This design comes from an exercise in tuning for small area and a short achievable clock period on the open sky130 flow, not from production work. At most, simulation tests tie the RTL to the original design; equivalence was not proved. No activity file was given, so power comes from the tool's default toggle rates.

==> flow/design.v <==
module npu (
    input               clk,
    input               reset,
    input               cov,
    input  [23:0]       data,
    input  [23:0]       wt,
    output logic [71:0] mmu_out,
    output logic [15:0] conv_out,
    output logic        conv_fin
);
    logic [23:0] rD, rW;           
    logic        fin;              
    logic        rk2;              
    logic        kw;               
    wire         rk = ~fin;        
    always_ff @(posedge clk) begin
        rD  <= data;
        rW  <= wt;
        fin <= ~reset;
        rk2 <= rk;
        kw  <= reset | rk | rk2;
    end
    assign conv_fin = fin;
    logic [7:0]  A1;               
    logic [9:0]  S, S1, S2;        
    logic [23:0] W1, W2;           
    logic [17:0] m0, m1, m2;
    always_ff @(posedge clk) begin
        A1 <= (reset | rk) ? 8'd0 : rD[7:0];
        S  <= A1 + (rk ? 8'd0 : rD[15:8]) + data[23:16];
        S1 <= S;
        S2 <= S1;
        W1 <= rW;
        W2 <= W1;
    end
    wire [7:0] w0 = kw ? 8'd0 : W2[7:0];
    wire [7:0] w1 = kw ? 8'd0 : W2[15:8];
    wire [7:0] w2 = kw ? 8'd0 : W2[23:16];
    always_ff @(posedge clk) begin
        m0 <= w0 * S;
        m1 <= w1 * S1;
        m2 <= w2 * S2;
    end
    assign mmu_out = {6'd0, m2, 6'd0, m1, 6'd0, m0};
    logic [1:0]  cnt;
    logic        v, v1, v2;
    logic [15:0] P0, P1, P2, P3, P4, P5, P6, P7, P8;
    always_ff @(posedge clk) begin
        if (reset | ~cov) begin
            cnt <= 2'd0;
            v   <= 1'b0;
        end else if (!v) begin
            cnt <= cnt + 2'd1;
            if (cnt == 2'd3) v <= 1'b1;
        end
        v1 <= v & ~reset;
        v2 <= v1;
    end
    wire [15:0] pa = rD[23:16] * rW[23:16];
    wire [15:0] pb = rD[15:8]  * rW[15:8];
    wire [15:0] pc = rD[7:0]   * rW[7:0];
    wire        ld = cov & ~v;
    always_ff @(posedge clk) begin
        if (ld && cnt == 2'd1) begin P6 <= pa; P7 <= pb; P8 <= pc; end
        if (ld && cnt == 2'd2) begin P3 <= pa; P4 <= pb; P5 <= pc; end
        if (ld && cnt == 2'd3) begin P0 <= pa; P1 <= pb; P2 <= pc; end
    end
    logic [15:0] q1, q2, q3, q4, q5, q6, q7, q8;
    wire  [15:0] q0 = v2 ? P0 : 16'd0;
    always_ff @(posedge clk) begin
        q1 <= rk ? 16'd0 : q0 + (v1 ? P1 : 16'd0);
        q2 <= rk ? 16'd0 : q1 + (v1 ? P2 : 16'd0);
        q3 <= rk ? 16'd0 : q2 + (v1 ? P3 : 16'd0);
        q4 <= rk ? 16'd0 : q3 + (v1 ? P4 : 16'd0);
        q5 <= rk ? 16'd0 : q4 + (v1 ? P5 : 16'd0);
        q6 <= rk ? 16'd0 : q5 + (v1 ? P6 : 16'd0);
        q7 <= rk ? 16'd0 : q6 + (v1 ? P7 : 16'd0);
        q8 <= rk ? 16'd0 : q7 + (v1 ? P8 : 16'd0);
    end
    assign conv_out = q8;
endmodule
Settings: LEC_CHECK=0, ABC_CLOCK_PERIOD_IN_PS=3000, CAP_MARGIN=20, CORE_MARGIN=2, CORE_UTILIZATION=40, PLACE_DENSITY=0.6, SETUP_SLACK_MARGIN=2.5, SLEW_MARGIN=20; clock period 5.5 ns.
run.sh (not shown) runs the stock make flow with config.mk's settings and CLKGATE_MAP_FILE= SYNTH_SCRIPT=/design/flow/synth_recipe.tcl, a recipe that flattens the netlist after the stock synthesis.
==> next run, changes <==
Settings changed: ABC_CLOCK_PERIOD_IN_PS 3000 to not set, SETUP_SLACK_MARGIN 2.5 to not set.
The changed run completed without violations.
Power falls by about 13%.
Sequential power stays flat.
Global-route usage shrinks by 0.92 points.
Area after synthesis stays the same.
Final cell count came out lower by about 3.3%.
Core utilization drops by 4.2 points.
Sequential cell count stays the same.
No functional check of the RTL was part of any run of this note.

== red ==
Another version of the RTL of npu (not shown whole).
Size: about 3,500 cells after synthesis.
clock: 5.5 ns
lec_check: 0
cap_margin: 20
core_margin: 2
core_utilization: 40
place_density: 0.6
setup_slack_margin: 2.8
slew_margin: 20
tns_end_percent: 1
red: no failed stages, no open violations at the end
### red -> blue
- CTS_CLUSTER_SIZE now 30, previously not set
- SETUP_SLACK_MARGIN now 3.0, was 2.8
- CTS_CLUSTER_DIAMETER now 120, previously not set
- TNS_END_PERCENT now 5, was 1
==> flow/flow/run.sh (new file) <==
#!/bin/bash
# Own flow: the standard layout (standard.sh, all steps, standard synthesis),
# with one change: the port buffers that global placement inserts on every input
# and output are buf_2 cells instead of the resizer's default pick (a 0.5 ns delay
# buffer). The whole make output goes to standard.log in this folder; ORFS keeps
# each step's own log under orfs/logs/.
set -euo pipefail
export BUFFER_PORTS_ARGS="-buffer_cell sky130_fd_sc_hd__buf_2"
bash standard.sh > standard.log 2>&1
==> flow/standard.sh (new file) <==
#!/bin/bash
# synth_recipe.tcl (not shown) runs the flow's synth.tcl, then flattens the netlist and writes it again
# the make line also repeats each setting of config.mk as NAME=value (left out here)
make -C /OpenROAD-flow-scripts/flow DESIGN_CONFIG=/design/flow/config.mk WORK_HOME=/design/flow/orfs CLKGATE_MAP_FILE= SYNTH_SCRIPT=/design/flow/synth_recipe.tcl "${@:-finish}"
removed: flow/run.sh
[summary]
Taking blue over red, the buffer count excluding the clock tree in the final layout ratio works out to 1.3.
First-iteration DRC count ended up about 5% higher on blue than on red.
blue completed; timing, DRC and antenna clean
Area of combinational cells with multiple inputs grows by a few percent when moving from red to blue.
blue — delay of the slowest cell on the worst path 160 ps higher, red as reference
Compared with red, blue shows clock period minus worst slack lower by 38 ps.
Between blue and red, the clock skew figures differ only marginally.
A highest signal layer in the routed design of met4 is what red shows, while met5 belongs to blue.
A critical path class of primary input to flip-flop is what red shows, while flip-flop to flip-flop belongs to blue.
### blue -> green
- clearing CTS_CLUSTER_DIAMETER, which used to be 120
- clearing CTS_CLUSTER_SIZE, which used to be 30
==> flow/run.sh (new file) <==
#!/bin/bash
# synth_recipe.tcl (not shown) runs the flow's synth.tcl, then flattens the netlist and writes it again
# the make line also repeats each setting of config.mk as NAME=value (left out here)
make -C /OpenROAD-flow-scripts/flow DESIGN_CONFIG=/design/flow/config.mk WORK_HOME=/design/flow/orfs CLKGATE_MAP_FILE= SYNTH_SCRIPT=/design/flow/synth_recipe.tcl finish
removed: flow/flow/run.sh
removed: flow/standard.sh
Findings:
- Diff blue -> green | via count of the first global-routing pass | increase of 773
- The logic gate share of total power in green was lower than what blue gave.
- Row register share of total power: green lower / blue higher
- Sort green and blue by arrival time reported for the critical path endpoint, descending, and blue comes first.
- Final hold slack was higher in blue than in green.
- Diff blue -> green: number of buffer and inverter instances along the worst setup path -1, cell area now sits higher.
- Side by side, met1 usage in global routing turned out higher in green than in blue.
- In the reports for green and blue, the larger areal power density over the cells belongs to green.
- Diff blue -> green: internal portion of total power moved up; total power climbed about 20%.
Relative to green, the following input files were edited for orange:
- setting CTS_CLUSTER_DIAMETER to 100 for the first time
- setting CTS_CLUSTER_SIZE to 20 for the first time
==> flow/flow/run.sh (new file) <==
#!/bin/bash
# Own flow: the standard layout (standard.sh, all steps, standard synthesis),
# with one change: the port buffers that global placement inserts on every input
# and output are buf_2 cells instead of the resizer's default pick (a 0.5 ns delay
# buffer). The whole make output goes to standard.log in this folder; ORFS keeps
# each step's own log under orfs/logs/.
set -euo pipefail
export BUFFER_PORTS_ARGS="-buffer_cell sky130_fd_sc_hd__buf_2"
bash standard.sh > standard.log 2>&1
==> flow/standard.sh (new file) <==
#!/bin/bash
# synth_recipe.tcl (not shown) runs the flow's synth.tcl, then flattens the netlist and writes it again
# the make line also repeats each setting of config.mk as NAME=value (left out here)
make -C /OpenROAD-flow-scripts/flow DESIGN_CONFIG=/design/flow/config.mk WORK_HOME=/design/flow/orfs CLKGATE_MAP_FILE= SYNTH_SCRIPT=/design/flow/synth_recipe.tcl "${@:-finish}"
removed: flow/run.sh
## What came out
- Delta (orange minus green): clock share of power -8.7 points; final-layout fill cell count +about 3%; number of antenna cells inserted -1; area taken by multi-input logic gates -240 um^2; combinational fraction of design power +3.2 points.
- Delta (orange minus green): post-route standard cell area excluding fillers went down about 5%; static power due to leakage dropped 0.60 nW.
- green | stages: all done | timing, DRC, antenna: all pass
- Having completed the whole flow, orange delivered a layout that passed the timing, DRC and antenna checks.

## oak
Starting RTL as in the previous note.
make LEC_CHECK=0 CAP_MARGIN=20 CORE_MARGIN=2 CORE_UTILIZATION=40 CTS_CLUSTER_DIAMETER=100 CTS_CLUSTER_SIZE=24 PLACE_DENSITY=0.6 SETUP_SLACK_MARGIN=3.0 SLEW_MARGIN=20 TNS_END_PERCENT=5 finish   # period 5.5 ns
Stock flow here: none of the scripts above is used.
oak went all the way through the flow, and no timing, DRC or antenna check failed.
For pine, these inputs were changed with respect to oak:
- changing CTS_CLUSTER_SIZE from 24 to 20
- changing PLACE_DENSITY from 0.6 to 0.7
- changing CORE_UTILIZATION from 40 to 50
==> flow/flow/run.sh (new file) <==
#!/bin/bash
# Own flow: the standard layout (standard.sh, all steps, standard synthesis),
# with one change: the port buffers that global placement inserts on every input
# and output are buf_2 cells instead of the resizer's default pick (a 0.5 ns delay
# buffer). The whole make output goes to standard.log in this folder; ORFS keeps
# each step's own log under orfs/logs/.
set -euo pipefail
export BUFFER_PORTS_ARGS="-buffer_cell sky130_fd_sc_hd__buf_2"
bash standard.sh > standard.log 2>&1
==> flow/standard.sh (new file) <==
#!/bin/bash
# synth_recipe.tcl (not shown) runs the flow's synth.tcl, then flattens the netlist and writes it again
# the make line also repeats each setting of config.mk as NAME=value (left out here)
make -C /OpenROAD-flow-scripts/flow DESIGN_CONFIG=/design/flow/config.mk WORK_HOME=/design/flow/orfs CLKGATE_MAP_FILE= SYNTH_SCRIPT=/design/flow/synth_recipe.tcl "${@:-finish}"
removed: flow/run.sh
## What came out
From oak to pine the numbers moved as follows: weighted congestion reported at the end of routability-driven placement has increased; clock latency on the worst-skew pair has remained practically unchanged; wire length of the first global-routing pass has decreased. pine completed every stage of the flow, and the final layout passed the timing, DRC and antenna checks. oak ended up with U0[3] as its startpoint of the most critical setup path; pine ended up with U0[6]. Of pine and oak, it is pine that has the lower worst hold slack. Measured against pine, the non-clock buffer count of oak comes out at 1.18 times the reference value. Die outline area of pine falls short of that of oak by more than 10%. Compared pine vs oak, and total power is down in pine.
Setup changes, pine to birch
- clearing CTS_CLUSTER_DIAMETER, which used to be 100
- swapping 0.7 for 0.6 in PLACE_DENSITY
- clearing TNS_END_PERCENT, which used to be 5
- clearing CTS_CLUSTER_SIZE, which used to be 20
- swapping 50 for 40 in CORE_UTILIZATION
==> flow/run.sh (new file) <==
#!/bin/bash
# synth_recipe.tcl (not shown) runs the flow's synth.tcl, then flattens the netlist and writes it again
# the make line also repeats each setting of config.mk as NAME=value (left out here)
make -C /OpenROAD-flow-scripts/flow DESIGN_CONFIG=/design/flow/config.mk WORK_HOME=/design/flow/orfs CLKGATE_MAP_FILE= SYNTH_SCRIPT=/design/flow/synth_recipe.tcl finish
removed: flow/flow/run.sh
removed: flow/standard.sh
Results
- Each of the runs, namely birch and pine, reached the end of the flow and came out clean.
- In the flow results for birch and pine, the cell count after placement is larger on birch.
- Between pine and birch, the flow reports final wirelength increasing by more than 10%.
- Critical path data arrival time down 0.02 ns in birch wrt pine
- The H-tree level count in birch was higher than what pine gave.
- Count of plain and timing-repair buffers in the layout went up by more than half going from pine to birch.
- birch vs. pine: area of all placed cells without fillers moved up, placed standard-cell area went up about 4.7%.
- STATUS post-detailed-placement half-perimeter wirelength: birch loses against pine
Here is what was changed in the inputs of maple compared with birch.
- TNS_END_PERCENT now 5, previously not set
- CTS_CLUSTER_SIZE now 24, previously not set
- CTS_CLUSTER_DIAMETER now 100, previously not set
==> flow/flow/run.sh (new file) <==
#!/bin/bash
# Own flow: the standard layout (standard.sh, all steps, standard synthesis),
# with one change: the port buffers that global placement inserts on every input
# and output are buf_1 cells instead of the resizer's default pick (a 0.5 ns delay
# buffer). The whole make output goes to standard.log in this folder; ORFS keeps
# each step's own log under orfs/logs/.
set -euo pipefail
export BUFFER_PORTS_ARGS="-buffer_cell sky130_fd_sc_hd__buf_1"
bash standard.sh > standard.log 2>&1
==> flow/standard.sh (new file) <==
#!/bin/bash
# synth_recipe.tcl (not shown) runs the flow's synth.tcl, then flattens the netlist and writes it again
# the make line also repeats each setting of config.mk as NAME=value (left out here)
make -C /OpenROAD-flow-scripts/flow DESIGN_CONFIG=/design/flow/config.mk WORK_HOME=/design/flow/orfs CLKGATE_MAP_FILE= SYNTH_SCRIPT=/design/flow/synth_recipe.tcl "${@:-finish}"
removed: flow/run.sh
==> notes.md <==
- maple: flow completed, timing, DRC and antenna clean
- [diff] post-route worst setup slack, maple relative to birch: regression
- Between maple and birch, it is maple whose worst setup slack for register-to-register paths is lower, by 0.04 ns.
- Higher count of instances resized after the clock tree is built goes to birch over maple.
- Diff maple..birch | portion of netlist area occupied by mux cells | negligible
- Cmp maple vs birch: relative area change from synthesis to final layout lower in maple
- [compare] base=birch new=maple: sequential power held; proportion of cell area occupied by registers higher.
- maple vs birch — post-route cell area dropped by more than 10%
- Cmp maple and birch / final hold slack / lower: birch

-- static timing again, ports no longer ideal --
How much do the figures lean on ideal ports? The routed layouts below were timed once more, with nothing changed but the port constraints.
Step 1, drivers: a clkbuf_16 drives clk and a buf_2 each remaining input, both assumed.
Step 2 also shifts input and output timing later by t, the mid clock arrival at the registers, as if the neighbouring blocks saw the same clock.
Three values: ideal ports, drivers, drivers and shift; two values: the first two.
run | t (ns) | setup WS [ns] | worst setup path after step 2 | latest minus earliest clock arrival (ns) | worst register clock-pin slew, ns
the first run of note 1 | 0.675 | 0.644 / 0.644 / 0.644 | register to register | 0.018 / 0.018 | 0.07 / 0.07
the second run of note 1 | 0.684 | 0.309 / 0.309 / 0.309 | register to register | 0.024 / 0.024 | 0.07 / 0.07
red | 0.674 | 2.344 / 2.370 / 1.696 | input to register | 0.020 / 0.020 | 0.07 / 0.07
blue | 0.673 | 2.382 / 2.382 / 1.883 | input to register | 0.022 / 0.022 | 0.12 / 0.12
green | 0.672 | 2.403 / 2.403 / 1.968 | input to register | 0.037 / 0.036 | 0.06 / 0.06
orange | 0.638 | 2.418 / 2.418 / 1.952 | input to register | 0.027 / 0.028 | 0.09 / 0.09
oak | 0.645 | 2.404 / 2.404 / 1.951 | input to register | 0.037 / 0.038 | 0.10 / 0.10
pine | 0.642 | 2.357 / 2.357 / 1.795 | input to register | 0.027 / 0.028 | 0.09 / 0.09
birch | 0.678 | 2.446 / 2.446 / 2.081 | input to register | 0.020 / 0.020 | 0.06 / 0.06
maple | 0.645 | 2.403 / 2.403 / 1.802 | input to register | 0.041 / 0.041 | 0.10 / 0.10
After both steps setup and hold are still met in every run listed. For red, which loses most, drivers alone change the setup slack by +0.026 ns; drivers and shift together by -0.648 ns.
